Background: an optimization exercise with open tools, aiming at small area, a short achievable clock period and few clock cycles per item. Do not read the settings as production practice.
Where RTL was checked, it was by simulation tests only, not by an equivalence proof against the original.
Power figures rest on the tool's default switching activity, not on a simulated workload.

Setup of rev 12:
==> flow/design.v <==
module alu_design(clock,reset,A,B,start_op,op_sel,result,end_op);
	localparam IN_WIDTH = 16;
	localparam OUT_WIDTH = 32;
	localparam OP_WIDTH = 3;
	input logic clock,reset;
	input logic [IN_WIDTH - 1 : 0] A;
	input logic [IN_WIDTH - 1 : 0] B;
	input logic start_op;
	input [OP_WIDTH - 1 : 0] op_sel;
	output logic [OUT_WIDTH - 1 : 0] result;
	output logic end_op;
	logic [2:0] cnt;           
	wire is_mul = op_sel[2] & ~op_sel[0];
	wire is_sub = ~op_sel[2] & op_sel[1] & ~op_sel[0];
	wire [15:0] src = (cnt == 3'd0) ? B : result[15:0];
	wire [1:0] dig = src[1:0];
	wire [15:0] hi = (cnt == 3'd0) ? 16'd0 : result[31:16];
	wire [15:0] x  = hi;
	wire [15:0] y  = A & {16{~op_sel[2] | dig[0]}};
	wire [16:0] z  = op_sel[2] ? {A & {16{dig[1]}}, 1'b0} : {1'b0, B ^ {16{op_sel[1] & ~op_sel[0]}}};
	wire [16:0] s  = {1'b0, x ^ y} ^ z;
	wire [16:0] c  = ({1'b0, x & y}) | ({1'b0, x ^ y} & z);
	wire [17:0] sum = 18'(s) + 18'({c, is_sub});
	logic [31:0] res_d;
	always_comb begin
		if (op_sel[2])
			res_d = op_sel[0] ? {16'd0, A & B} : {sum, src[15:2]};
		else if (op_sel[1] & op_sel[0])
			res_d = {16'd0, s[15:0]};
		else if (op_sel[1])
			res_d = {{16{~sum[16]}}, sum[15:0]};
		else if (op_sel[0])
			res_d = {15'd0, sum[16:0]};
		else
			res_d = 32'd0;
	end
	always_ff @(posedge clock)
		result <= res_d;
	always_ff @(posedge clock or posedge reset)
	begin
		if (reset) begin
			end_op <= 1'b0;
			cnt    <= 3'd0;
		end
		else if (start_op) begin
			end_op <= ~is_mul | (cnt == 3'd7);
			cnt    <= (is_mul && cnt != 3'd7) ? cnt + 3'd1 : 3'd0;
		end
		else begin
			end_op <= 1'b0;
			cnt    <= 3'd0;
		end
	end
endmodule
export LEC_CHECK = 0
export CAP_MARGIN = 20
export CORE_MARGIN = 2
export CORE_UTILIZATION = 40
export SETUP_SLACK_MARGIN = 3.75
export SLEW_MARGIN = 20
create_clock -name core_clock -period 8.5 [get_ports {clock}]
standard.sh (not shown) runs the stock make flow with config.mk's settings and CLKGATE_MAP_FILE= SYNTH_SCRIPT=/design/flow/synth_recipe.tcl, a recipe that flattens the netlist after the stock synthesis.
==> flow/flow/run.sh <==
#!/bin/bash
# The standard layout, with the port buffers made from the smallest
# buffer cell instead of the flow's default choice.
set -euo pipefail
bash standard.sh BUFFER_PORTS_ARGS="-buffer_cell sky130_fd_sc_hd__buf_1" finish > standard_flow.log 2>&1
Testbench counts of rev 12, summed over its fixed seeds: cycles 52,084, items 24,000.
Here is what was changed in the inputs of rev 13 compared with rev 12.
==> flow/design.v <==
module alu_design(clock,reset,A,B,start_op,op_sel,result,end_op);
	localparam IN_WIDTH = 16;
	localparam OUT_WIDTH = 32;
	localparam OP_WIDTH = 3;
	input logic clock,reset;
	input logic [IN_WIDTH - 1 : 0] A;
	input logic [IN_WIDTH - 1 : 0] B;
	input logic start_op;
	input [OP_WIDTH - 1 : 0] op_sel;
	output logic [OUT_WIDTH - 1 : 0] result;
	output logic end_op;
	logic [2:0]  cnt;          
	logic [31:0] acc;          
	logic        neg;          
	wire is_mul = op_sel[2] & ~op_sel[0];
	wire is_sub = ~op_sel[2] & op_sel[1] & ~op_sel[0];
	wire first  = (cnt == 3'd0);
	wire [15:0] src = first ? B : acc[15:0];
	wire [1:0]  dig = src[1:0];
	wire [15:0] x   = first ? 16'd0 : acc[31:16];
	wire [15:0] y   = A & {16{~op_sel[2] | dig[0]}};
	wire [16:0] z   = op_sel[2] ? {A & {16{dig[1]}}, 1'b0}
	                            : {1'b0, B ^ {16{op_sel[1] & ~op_sel[0]}}};
	wire [16:0] s   = {1'b0, x ^ y} ^ z;
	wire [16:0] c   = {1'b0, x & y} | ({1'b0, x ^ y} & z);
	wire [17:0] sum = 18'(s) + 18'({c, is_sub});
	logic [31:0] acc_d;
	always_comb begin
		if (op_sel[2])
			acc_d = op_sel[0] ? {16'd0, A & B} : {sum, src[15:2]};
		else if (op_sel[1] & op_sel[0])
			acc_d = {16'd0, s[15:0]};
		else if (op_sel[1])
			acc_d = {15'd0, ~sum[16], sum[15:0]};
		else if (op_sel[0])
			acc_d = {15'd0, sum[16:0]};
		else
			acc_d = 32'd0;
	end
	always_ff @(posedge clock) begin
		acc <= acc_d;
		neg <= is_sub & ~sum[16];
	end
	assign result = {acc[31:17] | {15{neg}}, acc[16:0]};
	always_ff @(posedge clock or posedge reset)
	begin
		if (reset) begin
			end_op <= 1'b0;
			cnt    <= 3'd0;
		end
		else if (start_op) begin
			end_op <= ~is_mul | (cnt == 3'd7);
			cnt    <= (is_mul && cnt != 3'd7) ? cnt + 3'd1 : 3'd0;
		end
		else begin
			end_op <= 1'b0;
			cnt    <= 3'd0;
		end
	end
endmodule
Results
Comparing rev 13 and rev 12, flip-flop and latch share of the layout cell area is lower on rev 13. Changes observed in rev 13 relative to rev 12: layout overhead on the synthesized area now larger, maximum frequency shrank by about 2%. Against rev 12, rev 13 reports a first-pass GRT wire length that is higher. Rev 13 ends up with lower smallest hold slack than rev 12 does. Comparing rev 13 and rev 12, number of nets in the layout is higher on rev 13. Rev 12 → rev 13: final cell count without fillers rose by 6.7%; global-route usage fell by 1.2 points; maximum net fanout on the critical path fell by 10. The more densely filled core belongs to rev 13, not rev 12. Compared to rev 12, rev 13 shows a narrower setup margin. From rev 13 to rev 12, antenna cell count did not move at all. Looking at the reports, rev 13 completed the entire flow and the layout it produced met the timing, design-rule and antenna checks. Rev 13 reports its capturing element of the worst setup path as acc[16] while rev 12 reports result[27].
Only the layout flow was run in rev 13; the RTL was not checked for function there.

---

Another version of the RTL of alu_design (not shown whole).
Size in the first run: about 440 cells after synthesis, roughly 36 flip-flops, roughly 71 I/O pins, ~3400 um2 of cells after synthesis.
==> module alu_design, before the edit <==
module alu_design(clock,reset,A,B,start_op,op_sel,result,end_op);
	localparam IN_WIDTH = 16;
	localparam OUT_WIDTH = 32;
	localparam OP_WIDTH = 3;
	input logic clock,reset;
	input logic [IN_WIDTH - 1 : 0] A;
	input logic [IN_WIDTH - 1 : 0] B;
	input logic start_op;
	input [OP_WIDTH - 1 : 0] op_sel;
	output logic [OUT_WIDTH - 1 : 0] result;
	output logic end_op;
	logic [2:0] cnt;           
	wire is_mul = op_sel[2] & ~op_sel[0];
	wire is_sub = ~op_sel[2] & op_sel[1] & ~op_sel[0];
	wire [15:0] src = (cnt == 3'd0) ? B : result[15:0];
	wire [1:0] dig = src[1:0];
	wire [15:0] hi = (cnt == 3'd0) ? 16'd0 : result[31:16];
	wire [15:0] x  = is_mul ? hi : (B ^ {16{is_sub}});
	wire [15:0] y  = A & {16{~is_mul | dig[0]}};
	wire [16:0] z  = ({A, 1'b0} & {17{is_mul & dig[1]}});
	wire [16:0] s  = {1'b0, x ^ y} ^ z;
	wire [16:0] c  = ({1'b0, x & y}) | ({1'b0, x ^ y} & z);
	wire [17:0] sum = 18'(s) + 18'({c, is_sub});
	logic [31:0] res_d;
	always_comb begin
		if (op_sel[2])
			res_d = op_sel[0] ? {16'd0, c[15:0]} : {sum, src[15:2]};
		else if (op_sel[1] & op_sel[0])
			res_d = {16'd0, s[15:0]};
		else if (op_sel[1])
			res_d = {{16{~sum[16]}}, sum[15:0]};
		else if (op_sel[0])
			res_d = {15'd0, sum[16:0]};
		else
			res_d = 32'd0;
	end
	always_ff @(posedge clock)
		result <= res_d;
	always_ff @(posedge clock or posedge reset)
	begin
		if (reset) begin
			end_op <= 1'b0;
			cnt    <= 3'd0;
		end
		else if (start_op) begin
			end_op <= ~is_mul | (cnt == 3'd7);
			cnt    <= (is_mul && cnt != 3'd7) ? cnt + 3'd1 : 3'd0;
		end
		else begin
			end_op <= 1'b0;
			cnt    <= 3'd0;
		end
	end
endmodule
Settings: LEC_CHECK=0, CAP_MARGIN=20, CORE_MARGIN=2, CORE_UTILIZATION=40, SETUP_SLACK_MARGIN=3.5, SLEW_MARGIN=20; clock period 8.5 ns.
Scripts as last shown in full above: flow/flow/run.sh
Testbench counts at the start, summed over its fixed seeds: cycles 52,084, items 24,000.
Edit:
==> flow/design.v (replaced) <==
module alu_design(clock,reset,A,B,start_op,op_sel,result,end_op);
	localparam IN_WIDTH = 16;
	localparam OUT_WIDTH = 32;
	localparam OP_WIDTH = 3;
	input logic clock,reset;
	input logic [IN_WIDTH - 1 : 0] A;
	input logic [IN_WIDTH - 1 : 0] B;
	input logic start_op;
	input [OP_WIDTH - 1 : 0] op_sel;
	output logic [OUT_WIDTH - 1 : 0] result;
	output logic end_op;
	logic [1:0] cnt;           
	logic       bp;            
	wire is_mul = op_sel[2] & ~op_sel[0];
	wire is_sub = ~op_sel[2] & op_sel[1] & ~op_sel[0];
	wire first  = (cnt == 2'd0);
	wire last   = (cnt == 2'd3);
	wire [15:0] src = first ? B : result[15:0];
	wire        bm1 = ~first & bp;
	wire one0 = src[0] ^ bm1;
	wire two0 = (src[1] & ~src[0] & ~bm1) | (~src[1] & src[0] & bm1);
	wire one1 = src[2] ^ src[1];
	wire two1 = (src[3] & ~src[2] & ~src[1]) | (~src[3] & src[2] & src[1]);
	wire one0_e = ~is_mul | one0;
	wire two0_e = is_mul & two0;
	wire neg0_e = is_mul & src[1];
	wire one1_e = is_mul & one1;
	wire two1_e = is_mul & two1;
	wire neg1_e = is_mul & src[3];
	wire [16:0] mag0 = ({1'b0, A} & {17{one0_e}}) | ({A, 1'b0} & {17{two0_e}});
	wire [16:0] mag1 = ({1'b0, A} & {17{one1_e}}) | ({A, 1'b0} & {17{two1_e}});
	wire [19:0] row0 = {{3{neg0_e}}, mag0 ^ {17{neg0_e}}};
	wire [19:0] row1 = {neg1_e, mag1 ^ {17{neg1_e}}, 2'b00};
	wire [15:0] hi = first ? 16'd0 : result[31:16];
	wire [19:0] x  = is_mul ? {{4{hi[15]}}, hi} : {4'd0, B ^ {16{is_sub}}};
	wire        fix = is_mul & last & src[3];
	wire [19:0] w  = {A & {16{fix}}, 1'b0, neg1_e, 1'b0, is_mul ? neg0_e : is_sub};
	wire [19:0] s   = x ^ row0 ^ row1;
	wire [19:0] c   = (x & row0) | (x & row1) | (row0 & row1);
	wire [19:0] sum = s + {c[18:0], 1'b0} + w;
	logic [31:0] res_d;
	always_comb begin
		if (op_sel[2])
			res_d = op_sel[0] ? {16'd0, c[15:0]} : {sum, src[15:4]};
		else if (op_sel[1] & op_sel[0])
			res_d = {16'd0, s[15:0]};
		else if (op_sel[1])
			res_d = {{16{~sum[16]}}, sum[15:0]};
		else if (op_sel[0])
			res_d = {15'd0, sum[16:0]};
		else
			res_d = 32'd0;
	end
	always_ff @(posedge clock) begin
		result <= res_d;
		bp     <= src[3];
	end
	always_ff @(posedge clock or posedge reset)
	begin
		if (reset) begin
			end_op <= 1'b0;
			cnt    <= 2'd0;
		end
		else if (start_op) begin
			end_op <= ~is_mul | last;
			cnt    <= is_mul ? cnt + 2'd1 : 2'd0;
		end
		else begin
			end_op <= 1'b0;
			cnt    <= 2'd0;
		end
	end
endmodule
Result: Non-clock buffer count is higher by 48. Via count is higher by 42%. Power is higher by 120%. Global-route usage is higher by 3.7 points. Setup slack degrades by 0.82 ns. Wire length is higher by 64%. Sequential power is higher by 23%. Design area is higher by 55%. First-iteration DRC count is higher by 110%. Clock-buffer cell count is higher by 2. Sequential share of layout area is lower by 6.6 points. Cell count is higher by 36%. Clock power is higher by 66%. Clock skew is higher by 0.0034 ns.
Function not checked in the second run of this note: the RTL went through the layout flow alone.

afterwards: timing with drivers on the ports:
The flow's constraints put no driver on any port. The routed layouts listed below were extracted and timed again, unchanged, in two steps. Step 1: set_driving_cell puts a clkbuf_16 on clock and a buf_2 on each other input, an assumption about the parent block. Step 2 adds t to the input delays and takes it off the output delays; t is the mean of the earliest and latest rising clock arrival at the registers after step 1. Input paths then give back, and output paths get back, about the clock's delay inside the block. Three values: ideal, step 1, step 2; two values: the first two.
| run | t, ns | setup slack, ns | latest minus earliest clock arrival (ns) | slew at the worst register clock pin (ns) |
|---|---|---|---|---|
| rev 12 | 0.324 | 3.863 / 3.867 / 3.543 | 0.007 / 0.006 | 0.08 / 0.08 |
| rev 13 | 0.324 | 3.765 / 3.753 / 3.429 | 0.007 / 0.007 | 0.09 / 0.09 |
| the first run of note 2 | 0.322 | 3.596 / 3.605 / 3.283 | 0.004 / 0.004 | 0.07 / 0.07 |
| the second run of note 2 | 0.324 | 2.774 / 2.770 / 2.446 | 0.007 / 0.008 | 0.06 / 0.06 |
After both steps setup and hold are still met in every run listed. The setup slack of rev 13, which loses most, moves by -0.012 ns with the drivers and by -0.336 ns with both steps.
